This is an optimization exercise on Yosys and OpenROAD, whose aim is small area and a short achievable clock period, not a production implementation.
In this exercise RTL edits were held to simulation tests only and were not proved equivalent to the original.

wip/sierra:
Design divider, start of the top module:
module divider (input logic [15:0] N,D,IA0,IA1,IA2,IA3,
                input logic clk, reset, kSave, nSave, dSave, kNextSel,
                input logic [1:0] muxSelB,
                output logic [15:0] quotient, remainder);
clock: 18.0 ns
lec_check: 0
cap_margin: 20
core_margin: 2
core_utilization: 40
slew_margin: 20
standard.sh (not shown) runs the stock make flow with config.mk's settings and CLKGATE_MAP_FILE= SYNTH_SCRIPT=/design/flow/synth_recipe.tcl, a recipe that flattens the netlist after the stock synthesis.
==> flow/flow/run.sh <==
#!/bin/bash
# Own layout flow: the standard flow (standard.sh) with two changes:
#  - the full-adder and half-adder modules (fa, ha) are kept as their own modules through
#    synthesis, so each becomes one sky130 fa/ha cell, and the netlist is flattened at the end
#    as the standard synthesis does;
#  - port buffers are buf_2 cells instead of the default delay-buffer cell.
set -euo pipefail
W=$PWD
export SYNTH_KEEP_MODULES="fa ha"
export BUFFER_PORTS_ARGS="-buffer_cell sky130_fd_sc_hd__buf_2"
export ABC_AREA=1
export SETUP_SLACK_MARGIN=8
bash "$W/standard.sh" > "$W/standard_flow.log" 2>&1
What wip/pepper does differently from wip/sierra at the input level:
-- flow/flow/run.sh --
<<< wip/sierra, line 10
export BUFFER_PORTS_ARGS="-buffer_cell sky130_fd_sc_hd__buf_2"
export ABC_AREA=1
export SETUP_SLACK_MARGIN=8
>>> wip/pepper, line 10
export BUFFER_PORTS_ARGS="-buffer_cell sky130_fd_sc_hd__buf_2"
export SETUP_SLACK_MARGIN=8
wip/pepper was carried through to the last stage, and its layout satisfied the timing, DRC and antenna checks. Critical path endpoint = d[15]$_SDFFE_PP0P_: wip/pepper; critical path endpoint = n[15]$_SDFFE_PP0P_: wip/sierra. wip/pepper packs its core tighter than wip/sierra. wip/pepper: wire length of the first global-routing pass 4.8% below wip/sierra. wip/sierra has a lower multiplexer share of the synthesized area than wip/pepper. The run showing the smaller non-filler instance count after layout is wip/pepper. wip/pepper ends up with a total via count in the routed design that is 1280 lower than in wip/sierra. wip/pepper against wip/sierra; number of standard-cell rows in the floorplan is down by a few percent. | cell area after layout | wip/pepper vs wip/sierra | worse |.

Another version of the RTL of divider (not shown whole).
Size: ~1000 cells after synthesis, about 64 flip-flops, ~140 I/O pins, about 8900 µm² of cells after synthesis.
## divider
module divider (input logic [15:0] N,D,IA0,IA1,IA2,IA3,
                input logic clk, reset, kSave, nSave, dSave, kNextSel,
                input logic [1:0] muxSelB,
                output logic [15:0] quotient, remainder);
  logic [15:0] n, d, k, left, right, p;
  logic s0, s1, s2, s3, sk;
  assign s0 = ~reset & kNextSel & (D[14:13] == 2'd0);
  assign s1 = ~reset & kNextSel & (D[14:13] == 2'd1);
  assign s2 = ~reset & kNextSel & (D[14:13] == 2'd2);
  assign s3 = ~reset & kNextSel & (D[14:13] == 2'd3);
  assign sk = ~reset & ~kNextSel;
  assign left = ({16{s0}} & IA0) | ({16{s1}} & IA1) | ({16{s2}} & IA2) | ({16{s3}} & IA3)
              | ({16{sk}} & k);
  always_comb
    case (muxSelB)
      2'd0: right = N;
      2'd1: right = D;
      2'd2: right = n;
      default: right = d;
    endcase
  multiplier mult(.x(left), .y(right), .p(p));
  always_ff @(posedge clk) begin
    if (nSave | reset) n <= p;
    if (dSave | reset) d <= p;
    if (kSave | reset) k <= ~(p | {16{reset}});
    if (nSave | reset) quotient <= n & {16{~reset}};
  end
  assign remainder = 16'b0;
endmodule
clock: 18.0 ns
lec_check: 0
cap_margin: 20
core_margin: 2
core_utilization: 40
cts_buf_list: sky130_fd_sc_hd__clkbuf_8
gpl_timing_driven: 1
slew_margin: 20
==> flow/flow/run.sh <==
#!/bin/bash
# Own layout flow: the standard flow (standard.sh) with these changes:
#  - synthesis keeps the full-adder and half-adder modules (fa, ha) as their own modules so
#    each becomes one sky130 fa/ha cell, and extracts adders only inside them (not in the rest
#    of the logic, e.g. the final carry-lookahead adder); the netlist is then flattened and
#    renamed exactly as the standard synthesis script does;
#  - the remaining logic is mapped with flow/abc.script (ABC map with area recovery, no
#    buffering or sizing: the layout's repair sizes cells with real wire loads);
#  - port buffers are small buf cells instead of the default delay-buffer cell;
#  - timing repair aims for extra setup margin (SETUP_SLACK_MARGIN).
set -euo pipefail
W=$PWD
export SYNTH_KEEP_MODULES="fa ha"
export BUFFER_PORTS_ARGS="-buffer_cell sky130_fd_sc_hd__buf_1"
export ABC_AREA=1
export SETUP_SLACK_MARGIN=8.4
sed 's#^  extract_fa {\*}\[dont_use_extract_fa_args\]$#  extract_fa {*}[dont_use_extract_fa_args] fa ha#' \
  "$FLOW_HOME/scripts/synth.tcl" > "$W/synth_mod.tcl"
grep -q 'extract_fa {\*}\[dont_use_extract_fa_args\] fa ha' "$W/synth_mod.tcl"
# abc: our own mapping script (flow/abc.script) in place of ORFS's
sed -i 's#^  log_cmd abc {\*}\$abc_args$#  set abc_args [lreplace $abc_args 1 1 $::env(OWN_ABC_SCRIPT)]\n&#' "$W/synth_mod.tcl"
grep -q 'OWN_ABC_SCRIPT' "$W/synth_mod.tcl"
export OWN_ABC_SCRIPT="$W/flow/abc.script"
sed "s#\$::env(SCRIPTS_DIR)/synth.tcl#$W/synth_mod.tcl#" "$W/synth_recipe.tcl" > "$W/own_synth.tcl"
grep -q "source $W/synth_mod.tcl" "$W/own_synth.tcl"
sed "s#SYNTH_SCRIPT=[^ ]*#SYNTH_SCRIPT=$W/own_synth.tcl#" "$W/standard.sh" > "$W/own_standard.sh"
grep -q "SYNTH_SCRIPT=$W/own_synth.tcl" "$W/own_standard.sh"
bash "$W/own_standard.sh" > "$W/standard_flow.log" 2>&1
==> flow/flow/abc.script <==
strash
dch
map -B 0.9
topo
stime -c
Rerun with:
==> flow/flow/run.sh (replaced) <==
#!/bin/bash
# Own layout flow: the standard flow (standard.sh) with two changes:
#  - the full-adder and half-adder modules (fa, ha) are kept as their own modules through
#    synthesis, so each becomes one sky130 fa/ha cell, and the netlist is flattened at the end
#    as the standard synthesis does;
#  - port buffers are buf_2 cells instead of the default delay-buffer cell.
set -euo pipefail
W=$PWD
export SYNTH_KEEP_MODULES="fa ha"
export BUFFER_PORTS_ARGS="-buffer_cell sky130_fd_sc_hd__buf_1"
export CORE_UTILIZATION=60
export CTS_BUF_LIST="sky130_fd_sc_hd__clkbuf_4 sky130_fd_sc_hd__clkbuf_8"
export SETUP_SLACK_MARGIN=8
export ABC_AREA=1
bash "$W/standard.sh" > "$W/standard_flow.log" 2>&1
- CTS_BUF_LIST: sky130_fd_sc_hd__clkbuf_8 -> default
- GPL_TIMING_DRIVEN: 1 -> default
removed: flow/flow/abc.script
Effect:
- clock skew drops by 7.7 ps
- core utilization is lower by 2.9 points
- die area increases by 4.9%
- wire length decreases by 0.58%
Rerun with:
--- a/flow/flow/run.sh
+++ b/flow/flow/run.sh
@@ -9,6 +9,5 @@
 export SYNTH_KEEP_MODULES="fa ha"
 export BUFFER_PORTS_ARGS="-buffer_cell sky130_fd_sc_hd__buf_1"
-export CORE_UTILIZATION=60
-export CTS_BUF_LIST="sky130_fd_sc_hd__clkbuf_4 sky130_fd_sc_hd__clkbuf_8"
+export CTS_BUF_LIST=sky130_fd_sc_hd__clkbuf_4
 export SETUP_SLACK_MARGIN=8
 export ABC_AREA=1
Outcome: The changed run passed the timing, DRC and antenna checks. Non-clock buffer count went down by 6. Via count went down by 0.72%. Count of clock-buffer cells in the layout stays the same. Sequential cell count is unchanged. Area after synthesis stays the same.
Rerun with:
--- a/flow/flow/run.sh
+++ b/flow/flow/run.sh
@@ -9,5 +9,4 @@
 export SYNTH_KEEP_MODULES="fa ha"
 export BUFFER_PORTS_ARGS="-buffer_cell sky130_fd_sc_hd__buf_1"
-export CTS_BUF_LIST=sky130_fd_sc_hd__clkbuf_4
 export SETUP_SLACK_MARGIN=8
 export ABC_AREA=1
- CORE_UTILIZATION: 40 -> 60
- CTS_BUF_LIST: default -> sky130_fd_sc_hd__clkbuf_8
After rerunning:
- hold slack gets worse by 19 ps
- routed wire length fell by 2.5%
- global-route usage rose by 10 points
- critical path depth fell by 4
- synthesized area stays the same
- clock-buffer cell count is unchanged
- cell area rose by 1.3%
- die area fell by 33%
Rerun with:
==> flow/flow/run.sh (replaced) <==
#!/bin/bash
# Own layout flow: the standard flow (standard.sh) with these changes:
#  - synthesis keeps the full-adder and half-adder modules (fa, ha) as their own modules so
#    each becomes one sky130 fa/ha cell, and extracts adders only inside them (not in the rest
#    of the logic, e.g. the final carry-lookahead adder); the netlist is then flattened and
#    renamed exactly as the standard synthesis script does;
#  - the remaining logic is mapped with flow/abc.script (ABC map with area recovery, no
#    buffering or sizing: the layout's repair sizes cells with real wire loads);
#  - port buffers are small buf cells instead of the default delay-buffer cell;
#  - timing repair aims for extra setup margin (SETUP_SLACK_MARGIN).
set -euo pipefail
W=$PWD
export SYNTH_KEEP_MODULES="fa ha"
export BUFFER_PORTS_ARGS="-buffer_cell sky130_fd_sc_hd__buf_1"
export ABC_AREA=1
export SETUP_SLACK_MARGIN=8.4
sed 's#^  extract_fa {\*}\[dont_use_extract_fa_args\]$#  extract_fa {*}[dont_use_extract_fa_args] fa ha#' \
  "$FLOW_HOME/scripts/synth.tcl" > "$W/synth_mod.tcl"
grep -q 'extract_fa {\*}\[dont_use_extract_fa_args\] fa ha' "$W/synth_mod.tcl"
# abc: our own mapping script (flow/abc.script) in place of ORFS's
sed -i 's#^  log_cmd abc {\*}\$abc_args$#  set abc_args [lreplace $abc_args 1 1 $::env(OWN_ABC_SCRIPT)]\n&#' "$W/synth_mod.tcl"
grep -q 'OWN_ABC_SCRIPT' "$W/synth_mod.tcl"
export OWN_ABC_SCRIPT="$W/flow/abc.script"
sed "s#\$::env(SCRIPTS_DIR)/synth.tcl#$W/synth_mod.tcl#" "$W/synth_recipe.tcl" > "$W/own_synth.tcl"
grep -q "source $W/synth_mod.tcl" "$W/own_synth.tcl"
sed "s#SYNTH_SCRIPT=[^ ]*#SYNTH_SCRIPT=$W/own_synth.tcl#" "$W/standard.sh" > "$W/own_standard.sh"
grep -q "SYNTH_SCRIPT=$W/own_synth.tcl" "$W/own_standard.sh"
bash "$W/own_standard.sh" > "$W/standard_flow.log" 2>&1
==> flow/flow/abc.script (new file) <==
strash
dch
map -D 2000
topo
stime -c
- CORE_UTILIZATION: 60 -> 40
Via count rises by roughly a tenth.
Global-route usage falls by 7.9 points.
Die area rises by well over a third.
Worst hold slack improves by 45 ps.
Synthesized area falls by a few percent.
Sequential cell count is unchanged.
Design area rises by a little under a tenth.
Synthesized cell count rises by a few percent.
Sequential share of layout area falls by 1.2 points.
Setup slack improves by 320 ps.

divider again, from the RTL that the note above started with.
## divider
module divider (input logic [15:0] N,D,IA0,IA1,IA2,IA3,
                input logic clk, reset, kSave, nSave, dSave, kNextSel,
                input logic [1:0] muxSelB,
                output logic [15:0] quotient, remainder);
export LEC_CHECK = 0
export CAP_MARGIN = 0
export CORE_MARGIN = 2
export CORE_UTILIZATION = 40
export CTS_BUF_LIST = sky130_fd_sc_hd__clkbuf_8
export SLEW_MARGIN = 0
create_clock -name core_clock -period 18.0 [get_ports {clk}]
==> flow/flow/run.sh <==
#!/bin/bash
# Own layout flow: the standard flow (standard.sh) with these changes:
#  - synthesis keeps the full-adder and half-adder modules (fa, ha) as their own modules so
#    each becomes one sky130 fa/ha cell, and extracts adders only inside them (not in the rest
#    of the logic, e.g. the final carry-lookahead adder); the netlist is then flattened and
#    renamed exactly as the standard synthesis script does;
#  - the remaining logic is mapped with flow/abc.script (ABC map with area recovery, no
#    buffering or sizing: the layout's repair sizes cells with real wire loads);
#  - port buffers are small buf cells instead of the default delay-buffer cell;
#  - timing repair aims for extra setup margin (SETUP_SLACK_MARGIN).
set -euo pipefail
W=$PWD
export SYNTH_KEEP_MODULES="fa ha"
export BUFFER_PORTS_ARGS="-buffer_cell sky130_fd_sc_hd__buf_1"
export ABC_AREA=1
export SETUP_SLACK_MARGIN=8.4
sed 's#^  extract_fa {\*}\[dont_use_extract_fa_args\]$#  extract_fa {*}[dont_use_extract_fa_args] fa ha#' \
  "$FLOW_HOME/scripts/synth.tcl" > "$W/synth_mod.tcl"
grep -q 'extract_fa {\*}\[dont_use_extract_fa_args\] fa ha' "$W/synth_mod.tcl"
# abc: our own mapping script (flow/abc.script) in place of ORFS's
sed -i 's#^  log_cmd abc {\*}\$abc_args$#  set abc_args [lreplace $abc_args 1 1 $::env(OWN_ABC_SCRIPT)]\n&#' "$W/synth_mod.tcl"
grep -q 'OWN_ABC_SCRIPT' "$W/synth_mod.tcl"
export OWN_ABC_SCRIPT="$W/flow/abc.script"
sed "s#\$::env(SCRIPTS_DIR)/synth.tcl#$W/synth_mod.tcl#" "$W/synth_recipe.tcl" > "$W/own_synth.tcl"
grep -q "source $W/synth_mod.tcl" "$W/own_synth.tcl"
sed "s#SYNTH_SCRIPT=[^ ]*#SYNTH_SCRIPT=$W/own_synth.tcl#" "$W/standard.sh" > "$W/own_standard.sh"
grep -q "SYNTH_SCRIPT=$W/own_synth.tcl" "$W/own_standard.sh"
bash "$W/own_standard.sh" > "$W/standard_flow.log" 2>&1
==> flow/flow/abc.script <==
strash
dch
map -B 0.9
topo
stime -c
Next try:
Settings changed: CAP_MARGIN 0 to 20, CORE_UTILIZATION 40 to 55, SLEW_MARGIN 0 to 20.
The new run finished clean.
Non-clock buffer count drops by 12.
Cell area drops slightly.
Via count decreases slightly.
Next try:
==> flow/flow/run.sh (replaced) <==
#!/bin/bash
# Own layout flow: the standard flow (standard.sh) with two changes:
#  - the full-adder and half-adder modules (fa, ha) are kept as their own modules through
#    synthesis, so each becomes one sky130 fa/ha cell, and the netlist is flattened at the end
#    as the standard synthesis does;
#  - port buffers are buf_2 cells instead of the default delay-buffer cell.
set -euo pipefail
W=$PWD
export SYNTH_KEEP_MODULES="fa ha"
export BUFFER_PORTS_ARGS="-buffer_cell sky130_fd_sc_hd__buf_1"
export CTS_BUF_LIST=sky130_fd_sc_hd__clkbuf_8
export SETUP_SLACK_MARGIN=8.5
export ABC_AREA=1
bash "$W/standard.sh" > "$W/standard_flow.log" 2>&1
Settings changed: CORE_UTILIZATION 55 to 40, CTS_BUF_LIST sky130_fd_sc_hd__clkbuf_8 to default.
removed: flow/flow/abc.script
After rerunning: The changed run produced a clean layout; worst setup slack gains 36 ps; core utilization went down by 19 points; via count decreases by a few percent; die area climbs by well over a third; area after synthesis grows by a few percent; final area grows by a few percent.

Setup of v50:
divider again, from the RTL that the note above started with.
==> flow/config.mk <==
export PLATFORM = sky130hd
export DESIGN_NAME = divider
export DESIGN_NICKNAME = divider
export VERILOG_FILES = /design/flow/design.v
export SDC_FILE = /design/flow/constraint.sdc
export NUM_CORES = 4
export LEC_CHECK = 0
export CAP_MARGIN = 20
export CORE_MARGIN = 2
export CORE_UTILIZATION = 40
export CTS_BUF_LIST = sky130_fd_sc_hd__clkbuf_8
export SLEW_MARGIN = 20
==> flow/constraint.sdc <==
create_clock -name core_clock -period 18.0 [get_ports {clk}]
set_input_delay 3.6000 -clock core_clock [delete_from_list [all_inputs] [get_ports {clk}]]
set_output_delay 3.6000 -clock core_clock [all_outputs]
set_load 0.01 [all_outputs]
==> flow/flow/run.sh <==
#!/bin/bash
# Own layout flow: the standard flow (standard.sh) with these changes:
#  - synthesis keeps the full-adder and half-adder modules (fa, ha) as their own modules so
#    each becomes one sky130 fa/ha cell, and extracts adders only inside them (not in the rest
#    of the logic, e.g. the final carry-lookahead adder); the netlist is then flattened and
#    renamed exactly as the standard synthesis script does;
#  - the remaining logic is mapped with flow/abc.script (ABC map with area recovery, no
#    buffering or sizing: the layout's repair sizes cells with real wire loads);
#  - port buffers are small buf cells instead of the default delay-buffer cell;
#  - timing repair aims for extra setup margin (SETUP_SLACK_MARGIN).
set -euo pipefail
W=$PWD
export SYNTH_KEEP_MODULES="fa ha"
export BUFFER_PORTS_ARGS="-buffer_cell sky130_fd_sc_hd__buf_1"
export ABC_AREA=1
export SETUP_SLACK_MARGIN=8.2
sed 's#^  extract_fa {\*}\[dont_use_extract_fa_args\]$#  extract_fa {*}[dont_use_extract_fa_args] fa ha#' \
  "$FLOW_HOME/scripts/synth.tcl" > "$W/synth_mod.tcl"
grep -q 'extract_fa {\*}\[dont_use_extract_fa_args\] fa ha' "$W/synth_mod.tcl"
# abc: our own mapping script (flow/abc.script) in place of ORFS's
sed -i 's#^  log_cmd abc {\*}\$abc_args$#  set abc_args [lreplace $abc_args 1 1 $::env(OWN_ABC_SCRIPT)]\n&#' "$W/synth_mod.tcl"
grep -q 'OWN_ABC_SCRIPT' "$W/synth_mod.tcl"
export OWN_ABC_SCRIPT="$W/flow/abc.script"
sed "s#\$::env(SCRIPTS_DIR)/synth.tcl#$W/synth_mod.tcl#" "$W/synth_recipe.tcl" > "$W/own_synth.tcl"
grep -q "source $W/synth_mod.tcl" "$W/own_synth.tcl"
sed "s#SYNTH_SCRIPT=[^ ]*#SYNTH_SCRIPT=$W/own_synth.tcl#" "$W/standard.sh" > "$W/own_standard.sh"
grep -q "SYNTH_SCRIPT=$W/own_synth.tcl" "$W/own_standard.sh"
bash "$W/own_standard.sh" > "$W/standard_flow.log" 2>&1
==> flow/flow/abc.script <==
strash
dch
map -B 0.9
topo
stime -c
Looking at the reports, v50 completed the entire flow and the layout it produced met the timing, DRC and antenna checks.
Input-level comparison between v57 and v50:
--- a/flow/flow/run.sh
+++ b/flow/flow/run.sh
@@ -7,2 +6,0 @@
-#  - the remaining logic is mapped with flow/abc.script (ABC map with area recovery, no
-#    buffering or sizing: the layout's repair sizes cells with real wire loads);
@@ -16 +14 @@
-export SETUP_SLACK_MARGIN=8.2
+export SETUP_SLACK_MARGIN=8
@@ -20,4 +17,0 @@
-# abc: our own mapping script (flow/abc.script) in place of ORFS's
-sed -i 's#^  log_cmd abc {\*}\$abc_args$#  set abc_args [lreplace $abc_args 1 1 $::env(OWN_ABC_SCRIPT)]\n&#' "$W/synth_mod.tcl"
-grep -q 'OWN_ABC_SCRIPT' "$W/synth_mod.tcl"
-export OWN_ABC_SCRIPT="$W/flow/abc.script"
removed: flow/flow/abc.script
Notes after the runs:
v57 vs v50: critical path depth down in v57
First-pass GRT wire length in v57 vs v50: down 4.0%
v57 vs. v50: number of buffers inserted by post-CTS setup repair went down by 7.
Sort v57 and v50 by worst reg2reg path depth, descending, and v50 comes first.
When v57 is measured against v50, its count of buffering cells on the critical path with inverters included turns out 4 lower.
From v50 to v57 the numbers moved as follows: wire length lower.
Clock-buffer cell count came out exactly the same in v57 and v50.
Netlist area before placement (higher): v57
Wire length on met3 on v57 is down relative to v50.
--- input diff v57..v32 ---
--- a/flow/flow/run.sh
+++ b/flow/flow/run.sh
@@ -6,0 +7,2 @@
+#  - the remaining logic is mapped with flow/abc.script (ABC map with area recovery, no
+#    buffering or sizing: the layout's repair sizes cells with real wire loads);
@@ -14 +16 @@
-export SETUP_SLACK_MARGIN=8
+export SETUP_SLACK_MARGIN=8.4
@@ -17,0 +20,4 @@
+# abc: our own mapping script (flow/abc.script) in place of ORFS's
+sed -i 's#^  log_cmd abc {\*}\$abc_args$#  set abc_args [lreplace $abc_args 1 1 $::env(OWN_ABC_SCRIPT)]\n&#' "$W/synth_mod.tcl"
+grep -q 'OWN_ABC_SCRIPT' "$W/synth_mod.tcl"
+export OWN_ABC_SCRIPT="$W/flow/abc.script"
==> flow/flow/abc.script (new file) <==
strash
dch -f
map -a
topo
stime -c
Summary of v32 over v57: post-cts gate resize count rose by 62, shortest period the worst path allows fell by 0.30 ns, area growth from synthesis to layout rose by 20 points.
Taking v57 as the reference, in v32 fraction of layout instances using a drive strength above 1 increased 11 points, routability congestion estimate increased 0.017, combined buffer and inverter count along the critical path increased 4, number of non-clock inverters in the layout decreased 52, area share of xor/xnor cells in the synthesized design increased 1.9 points.
v32 vs v57 — height of the chip dropped by a few percent
In v32 relative to v57, mean instance size in the synthesized netlist had gone up by a few percent.
Cmp v57 and v32 / arithmetic-cell share of the synthesized area counting full adders, half adders and majority gates / higher: v32
The following lists how v35 was set up differently from v32:
--- a/flow/flow/run.sh
+++ b/flow/flow/run.sh
@@ -7,2 +6,0 @@
-#  - the remaining logic is mapped with flow/abc.script (ABC map with area recovery, no
-#    buffering or sizing: the layout's repair sizes cells with real wire loads);
@@ -16 +14 @@
-export SETUP_SLACK_MARGIN=8.4
+export SETUP_SLACK_MARGIN=9.3
@@ -20,4 +17,0 @@
-# abc: our own mapping script (flow/abc.script) in place of ORFS's
-sed -i 's#^  log_cmd abc {\*}\$abc_args$#  set abc_args [lreplace $abc_args 1 1 $::env(OWN_ABC_SCRIPT)]\n&#' "$W/synth_mod.tcl"
-grep -q 'OWN_ABC_SCRIPT' "$W/synth_mod.tcl"
-export OWN_ABC_SCRIPT="$W/flow/abc.script"
removed: flow/flow/abc.script
Notes after the runs:
- v35 has completed all stages; timing, DRC and antenna checks passed.
- Final critical-path share of the clock period, v32 and v35: higher on v32
- Utilization ended up 0.19 points higher on v35 than on v32.
- The most common cell after layout, fill and taps aside comes out nand2_1 in one run and xor2_1 in the other, namely in v35 and v32 respectively.
- Routed length on met1: v35 < v32
- [compare] base=v32 new=v35: critical path depth went up 2; total number of multi-input combinational cells went up by 5.5%.
- Diff v32 -> v35: global-route track usage on met3 +0.32 points.
- Summary — sequential share of layout area, v35 relative to v32: lower, by 1.7 points.

## re-timing with driven ports
The results above use ideal ports. As a check the final layouts listed here were re-extracted and re-timed, cells and wires unchanged. Step 1 assumes that a clkbuf_16 drives the clock port and a buf_2 every other input. Step 2 moves the port delays by t, midway between the first and last clock arrival at a register: inputs arrive t later, outputs are due t later. That takes back most of the time a late clock gives input paths. a / b / c = ideal ports / drivers / drivers and shift; a / b = the first two.
| run | t (ns) | setup slack, ns | latest minus earliest clock arrival (ns) | cell pins on the clock port's net |
|---|---|---|---|---|
| wip/sierra | 0.363 | 8.275 / 8.291 / 7.928 | 0.010 / 0.010 | 1 |
| wip/pepper | 0.373 | 8.230 / 8.215 / 7.842 | 0.007 / 0.006 | 1 |
| the first run of note 2 | 0.370 | 8.828 / 8.834 / 8.464 | 0.015 / 0.015 | 1 |
| the second run of note 2 | 0.372 | 8.397 / 8.405 / 8.032 | 0.008 / 0.007 | 1 |
| the third run of note 2 | 0.449 | 8.369 / 8.374 / 7.925 | 0.013 / 0.012 | 1 |
| the fourth run of note 2 | 0.374 | 8.322 / 8.332 / 7.957 | 0.006 / 0.005 | 1 |
| the fifth run of note 2 | 0.366 | 8.637 / 8.644 / 8.278 | 0.012 / 0.011 | 1 |
| the first run of note 3 | 0.370 | 8.851 / 8.855 / 8.485 | 0.015 / 0.014 | 1 |
| the second run of note 3 | 0.370 | 8.693 / 8.696 / 8.326 | 0.013 / 0.013 | 1 |
| the third run of note 3 | 0.368 | 8.729 / 8.725 / 8.356 | 0.009 / 0.009 | 1 |
| v50 | 0.374 | 8.582 / 8.590 / 8.216 | 0.012 / 0.012 | 1 |
| v57 | 0.367 | 8.282 / 8.286 / 7.918 | 0.011 / 0.011 | 1 |
| v32 | 0.373 | 8.581 / 8.588 / 8.215 | 0.007 / 0.008 | 1 |
| v35 | 0.374 | 9.395 / 9.298 / 8.924 | 0.010 / 0.010 | 1 |
After both steps setup and hold are still met in every run listed. The setup slack of v35, which loses most, moves by -0.097 ns with the drivers and by -0.471 ns with both steps.
